Context: an optimization exercise on an open-source flow, tuned for small area and a short achievable clock period. The choices shown serve that exercise and are no tape-out recipe. The RTL was checked by simulation tests, not by an equivalence proof against the original design. The flow treats the clock pin as an ideal source, which a real chip does not have. Power and IR drop assume default switching activity.

==> inputs of trial 93 <==
==> flow/design.v <==
`timescale 1ns / 1ps
module alu_top(
    input             clk,
    input      [31:0] a,
    input      [31:0] b,
    input      [3:0]  aluc,
    output reg [31:0] r,
    output reg        zero,
    output reg        carry,
    output reg        negative,
    output reg        overflow
    );
    reg  [31:0] a_q;
    reg  [31:0] b_q;
    reg  [3:0]  aluc_q;
    wire [31:0] r_w;
    wire        zero_w;
    wire        carry_w;
    wire        negative_w;
    wire        overflow_w;
    alu u_alu(
        .a(a_q), .b(b_q), .aluc(aluc_q),
        .r(r_w), .zero(zero_w), .carry(carry_w),
        .negative(negative_w), .overflow(overflow_w)
    );
    always @(posedge clk) begin
        a_q      <= a;
        b_q      <= b;
        aluc_q   <= aluc;
        r        <= r_w;
        zero     <= zero_w;
        carry    <= carry_w;
        negative <= negative_w;
        overflow <= overflow_w;
    end
endmodule

`timescale 1ns / 1ps
module alu(
    input  [31:0] a,
    input  [31:0] b,
    input  [3:0]  aluc,
    output [31:0] r,
    output        zero,
    output        carry,
    output        negative,
    output        overflow
    );
    wire op_arith = (aluc[3:2] == 2'b00);             
    wire op_logic = (aluc[3:2] == 2'b01);             
    wire op_lui   = (aluc[3:1] == 3'b100);            
    wire op_slt   = (aluc[3:1] == 3'b101);            
    wire op_left  = (aluc[3:1] == 3'b111);            
    wire op_right = (aluc[3:1] == 3'b110);            
    wire op_sra   = (aluc == 4'b1100);
    wire        inv = ~aluc[2] & (aluc[0] | aluc[3]);
    wire [31:0] bx  = b ^ {32{inv}};
    wire [31:0] p   = a ^ bx;
    wire [31:0] g   = a & bx;
    wire [31:0] g0 = {g[31:1], g[0] | (p[0] & inv)};
    wire [31:0] g1, p1, g2, p2, g3, p3, g4, p4, g5, p5;
    sk_level #(0) u_l0 (.gi(g0), .pi(p),  .go(g1), .po(p1));
    sk_level #(1) u_l1 (.gi(g1), .pi(p1), .go(g2), .po(p2));
    sk_level #(2) u_l2 (.gi(g2), .pi(p2), .go(g3), .po(p3));
    sk_level #(3) u_l3 (.gi(g3), .pi(p3), .go(g4), .po(p4));
    sk_level #(4) u_l4 (.gi(g4), .pi(p4), .go(g5), .po(p5));
    wire [31:0] c    = {g5[30:0], inv};         
    wire [31:0] sum  = p ^ c;
    wire        cout = g5[31];
    wire [31:0] kz = {p[31:1] ~^ (g[30:0] | p[30:0]), p[0] ~^ inv};
    wire sum_zero  = &kz;
    wire lt_u = ~cout;
    wire lt_s = (a[31] ^ b[31]) ? a[31] : sum[31];
    wire lt   = aluc[0] ? lt_s : lt_u;
    wire t_and = op_logic & ~aluc[1];                 
    wire t_xor = op_logic & (aluc[1] ^ aluc[0]);      
    wire t_nor = op_logic & aluc[1] & aluc[0];        
    wire [31:0] lg = ({32{t_and}} & g) | ({32{t_xor}} & p) | ({32{t_nor}} & ~(g | p));
    wire [31:0] brev;
    genvar i;
    generate for (i = 0; i < 32; i = i + 1) begin : g_rev
        assign brev[i] = b[31 - i];
    end endgenerate
    wire        big  = |a[31:5];
    wire        fill = op_sra & b[31];
    wire [31:0] xs   = big ? {32{fill}} : (op_left ? brev : b);
    wire [32:0] y    = $signed({fill, xs, 1'b0}) >>> a[4:0];
    wire [31:0] yr   = y[32:1];
    wire [31:0] yl;
    generate for (i = 0; i < 32; i = i + 1) begin : g_rrev
        assign yl[i] = yr[31 - i];
    end endgenerate
    wire a_is32   = ~|a[31:6] & a[5] & ~|a[4:0];
    wire sh_carry = op_left ? (big ? (a_is32 & b[0]) : y[0]) : (~big & y[1]);
    wire [31:0] other = lg
                      | ({32{op_lui}}   & {b[15:0], 16'b0})
                      | ({32{op_right}} & yr)
                      | ({32{op_left}}  & yl);
    assign r = op_arith ? sum : (other | {31'b0, op_slt & lt});
    assign zero = (op_arith | op_slt) ? sum_zero : ~|other;
    assign negative = r[31] | (aluc == 4'b1011 & lt_s);
    assign carry = (aluc == 4'b0000 & cout)
                 | (aluc == 4'b0001 & ~cout)
                 | (aluc == 4'b1010 & lt_u)
                 | ((op_left | op_right) & sh_carry);
    assign overflow = (aluc == 4'b0010 & ((a[31] & b[31]) ^ (a[30] & b[30])))
                    | (aluc == 4'b0011 & (a[31] ^ b[31]) & (sum[31] ^ a[31]));
endmodule
module sk_level #(parameter L = 0) (
    input  [31:0] gi,
    input  [31:0] pi,
    output [31:0] go,
    output [31:0] po
    );
    genvar k;
    generate for (k = 0; k < 32; k = k + 1) begin : g_bit
        if ((k >> L) % 2 == 1) begin : g_op
            localparam integer J = ((k >> L) << L) - 1;
            assign go[k] = gi[k] | (pi[k] & gi[J]);
            assign po[k] = pi[k] & pi[J];
        end else begin : g_pass
            assign go[k] = gi[k];
            assign po[k] = pi[k];
        end
    end endgenerate
endmodule
==> flow/flow/run.sh <==
#!/bin/bash
# Layout flow: the standard synthesis, then the combinational logic is
# mapped again onto the standard cells with a delay-oriented ABC script (the
# registers, their names and cell types are kept as the standard synthesis
# made them), then the standard layout from floorplan to finish with
# buf_1 port buffers.
# Each tool's output goes to a log file of its own in this folder.
set -euo pipefail
here=$(pwd)
res=$here/orfs/results/${FLOW_PLATFORM}/alu_top/base
lib=$FLOW_HOME/platforms/${FLOW_PLATFORM}/lib/sky130_fd_sc_hd__tt_025C_1v80.lib
yosys_bin=$FLOW_HOME/../tools/install/yosys/bin/yosys
[[ -x $yosys_bin ]] || yosys_bin=yosys

# 1. standard synthesis
bash standard.sh synth > "$here/flow_synth.log" 2>&1

# 2. map the combinational logic again
cp "$res/1_2_yosys.v" "$here/standard_synth.v"
dont_use=""
for c in $(sed -n '/^export DONT_USE_CELLS/,/^#/p' "$FLOW_HOME/platforms/${FLOW_PLATFORM}/config.mk" | grep -o 'sky130_fd_sc_hd__[A-Za-z0-9_]*'); do
  dont_use="$dont_use -dont_use $c"
done
cat > "$here/remap.ys" <<EOS
read_liberty -ignore_miss_func $lib
read_verilog $here/standard_synth.v
hierarchy -top $FLOW_TOP
setattr -mod -set keep_hierarchy 1 sky130_fd_sc_hd__dfxtp_1
flatten
opt_clean -purge
abc -script $here/flow/remap.abc -liberty $lib $dont_use
opt_clean -purge
hilomap -singleton -hicell sky130_fd_sc_hd__conb_1 HI -locell sky130_fd_sc_hd__conb_1 LO
splitnets
opt_clean -purge
select $FLOW_TOP
tee -o $here/remap_stat.txt stat -liberty $lib
write_verilog -noattr -nohex -nodec -selected $here/remap.v
EOS
"$yosys_bin" -s "$here/remap.ys" > "$here/remap.log" 2>&1
cp "$here/remap.v" "$res/1_2_yosys.v"
rm -f "$res/1_synth.odb" "$res/1_synth.sdc"

# 3. standard layout on the new netlist
bash standard.sh "BUFFER_PORTS_ARGS=-buffer_cell sky130_fd_sc_hd__buf_1" finish > "$here/flow_finish.log" 2>&1
==> flow/flow/remap.abc <==
strash
 dch -f
 map
 strash
 dch -f
 map
 topo
 stime -c
 buffer -c
 upsize -c
 dnsize -c
==> flow/standard.sh <==
#!/bin/bash
# synth_recipe.tcl (not shown) runs the flow's synth.tcl, then flattens the netlist and writes it again
# the make line also repeats each setting of config.mk as NAME=value (left out here)
make -C /OpenROAD-flow-scripts/flow DESIGN_CONFIG=/design/flow/config.mk WORK_HOME=/design/flow/orfs CLKGATE_MAP_FILE= SYNTH_SCRIPT=/design/flow/synth_recipe.tcl "${@:-finish}"
==> flow/config.mk <==
export PLATFORM = sky130hd
export DESIGN_NAME = alu_top
export DESIGN_NICKNAME = alu_top
export VERILOG_FILES = /design/flow/design.v
export SDC_FILE = /design/flow/constraint.sdc
export NUM_CORES = 4
export LEC_CHECK = 0
export ABC_AREA = 1
export CAP_MARGIN = 20
export CORE_MARGIN = 2
export CORE_UTILIZATION = 40
export SETUP_SLACK_MARGIN = 2.5
export SLEW_MARGIN = 20
==> flow/constraint.sdc <==
create_clock -name core_clock -period 6.0 [get_ports {clk}]
set_input_delay 1.2000 -clock core_clock [delete_from_list [all_inputs] [get_ports {clk}]]
set_output_delay 1.2000 -clock core_clock [all_outputs]
set_load 0.01 [all_outputs]
==> trial 63 (differences from trial 93) <==
==> flow/flow/remap.abc (replaced) <==
strash
 dch -f
 map
 topo
 stime -c
 buffer -c
 upsize -c
 dnsize -c
 dnsize -c
--- a/flow/config.mk
+++ b/flow/config.mk
@@ -7,7 +7,5 @@
 export LEC_CHECK = 0
-export ABC_AREA = 1
 export CAP_MARGIN = 20
 export CORE_MARGIN = 2
-export CORE_UTILIZATION = 40
-export SETUP_SLACK_MARGIN = 2.5
+export CORE_UTILIZATION = 45
 export SLEW_MARGIN = 20
==> build 10 (differences from trial 93) <==
--- a/flow/flow/run.sh
+++ b/flow/flow/run.sh
@@ -5,3 +5,4 @@
 # made them), then the standard layout from floorplan to finish with
-# buf_1 port buffers.
+# buf_1 port buffers. After clock tree synthesis flow/skew.tcl delays the
+# clock of the result registers (useful skew for the paths into them).
 # Each tool's output goes to a log file of its own in this folder.
@@ -44,2 +45,6 @@
 # 3. standard layout on the new netlist
-bash standard.sh "BUFFER_PORTS_ARGS=-buffer_cell sky130_fd_sc_hd__buf_1" finish > "$here/flow_finish.log" 2>&1
+# Up to clock tree synthesis the repair aims at a slack margin of 2.0 ns
+# (the skew added after it gives the result registers more); global routing's
+# repair then aims at 3.4 ns with the skew in place.
+bash standard.sh "BUFFER_PORTS_ARGS=-buffer_cell sky130_fd_sc_hd__buf_1" "POST_CTS_TCL=$here/flow/skew.tcl" "SETUP_SLACK_MARGIN=2.0" cts > "$here/flow_cts.log" 2>&1
+bash standard.sh "BUFFER_PORTS_ARGS=-buffer_cell sky130_fd_sc_hd__buf_1" "POST_CTS_TCL=$here/flow/skew.tcl" "SETUP_SLACK_MARGIN=3.4" finish > "$here/flow_finish.log" 2>&1
==> flow/flow/skew.tcl (new file) <==
# Delay the clock of the result registers (the alu's outputs) behind a delay
# cell and a clock buffer per clock-tree leaf net, giving the paths from the
# operand registers to them more time. Runs as ORFS's POST_CTS_TCL hook.
set skew_cells [expr {[info exists ::env(SKEW_CELLS)] ? $::env(SKEW_CELLS) : "sky130_fd_sc_hd__clkdlybuf4s50_1 sky130_fd_sc_hd__clkbuf_8"}]
set block [ord::get_db_block]
set groups [dict create]
foreach inst [$block getInsts] {
  set name [$inst getName]
  if {[regexp {^(r\\?\[[0-9]+\\?\]|zero|carry|negative|overflow)\$_DFF_P_$} $name]} {
    set net [[$inst findITerm CLK] getNet]
    dict lappend groups [$net getName] $inst
  }
}
set k 0
dict for {netname insts} $groups {
  set net [$block findNet $netname]
  set sx 0; set sy 0; set n 0
  foreach inst $insts {
    set loc [$inst getLocation]
    set sx [expr {$sx + [lindex $loc 0]}]
    set sy [expr {$sy + [lindex $loc 1]}]
    incr n
  }
  set in_net $net
  set j 0
  foreach cell $skew_cells {
    set master [[ord::get_db] findMaster $cell]
    set buf [odb::dbInst_create $block $master skewbuf_${k}_$j]
    set nnet [odb::dbNet_create $block skewnet_${k}_$j]
    $nnet setSigType CLOCK
    [$buf findITerm A] connect $in_net
    [$buf findITerm X] connect $nnet
    $buf setLocation [expr {$sx / $n}] [expr {$sy / $n}]
    $buf setPlacementStatus PLACED
    set in_net $nnet
    incr j
  }
  foreach inst $insts {
    set it [$inst findITerm CLK]
    $it disconnect
    $it connect $in_net
  }
  puts "skew: $n registers on $netname behind $j cells"
  incr k
}
global_connect
detailed_placement
check_placement
--- a/flow/config.mk
+++ b/flow/config.mk
@@ -11,3 +11,3 @@
 export CORE_UTILIZATION = 40
-export SETUP_SLACK_MARGIN = 2.5
+export SETUP_SLACK_MARGIN = 3.4
 export SLEW_MARGIN = 20
==> run summary <==
Outcome: build 10 finished clean; trial 63 finished clean; trial 93 finished clean
Worst Hold Path EP: build 10 carry; trial 63 overflow; trial 93 carry
Cells on worst reg2reg path: build 10 12; trial 63 11; trial 93 13
Max Fanout on Critical Path: build 10 1; trial 63 33; trial 93 8
Register share of the cell area: build 10 19.1%; trial 63 19.4%; trial 93 20.9%
Starting density of the core: build 10 40.4%; trial 63 46.1%; trial 93 40.4%
Internal power consumption: build 10 1.54 mW; trial 63 1.28 mW; trial 93 1.30 mW
CTS clock-pin slew for the worst setup and hold paths: build 10 80 ps; trial 63 100 ps; trial 93 100 ps
Max clock buf depth: build 10 -; trial 63 2; trial 93 2
Via count of the first global-routing pass: build 10 9662; trial 63 11.2k; trial 93 9661
Post-cts repair resize count: build 10 -; trial 63 0; trial 93 25
Inserted Clock Buffers: build 10 -; trial 63 9; trial 93 9
Fraction of area in multi-input gates: build 10 56.8%; trial 63 64.4%; trial 93 59.1%
Count of vias placed by the detailed router: build 10 11.3k; trial 63 13.1k; trial 93 10.9k

[port drivers added, routing unchanged]
The flow's constraints put no driver on any port. The routed layouts listed below were extracted and timed again, unchanged, in two steps. Step 1: set_driving_cell puts a clkbuf_16 on clk and a buf_2 on each other input, an assumption about the parent block. Step 2, shift: input delay + t, output delay - t, t = (earliest + latest rising clock arrival at the registers) / 2. This alone moves slack from input paths to output paths. Slacks: ideal ports / drivers / drivers and shift; pairs: ideal ports / drivers.
run	shift t [ns]	setup slack, ns	hold WS [ns]	clock arrival spread, ns	slew at the worst register clock pin (ns)	worst slew at a driven data input, ns
trial 93	0.421	2.592 / 2.592 / 2.592	0.670 / 0.670 / 0.670	0.025 / 0.025	0.10 / 0.10	0.05
trial 63	0.433	1.293 / 1.293 / 1.293	0.690 / 0.690 / 0.690	0.020 / 0.020	0.10 / 0.10	0.07
build 10	0.748	3.238 / 3.188 / 3.317	0.026 / 0.026 / 0.026	0.709 / 0.709	0.09 / 0.09	0.05
In build 10 the clock reaches the registers at very different times; t lies between them, and the last value is a rough guide only.
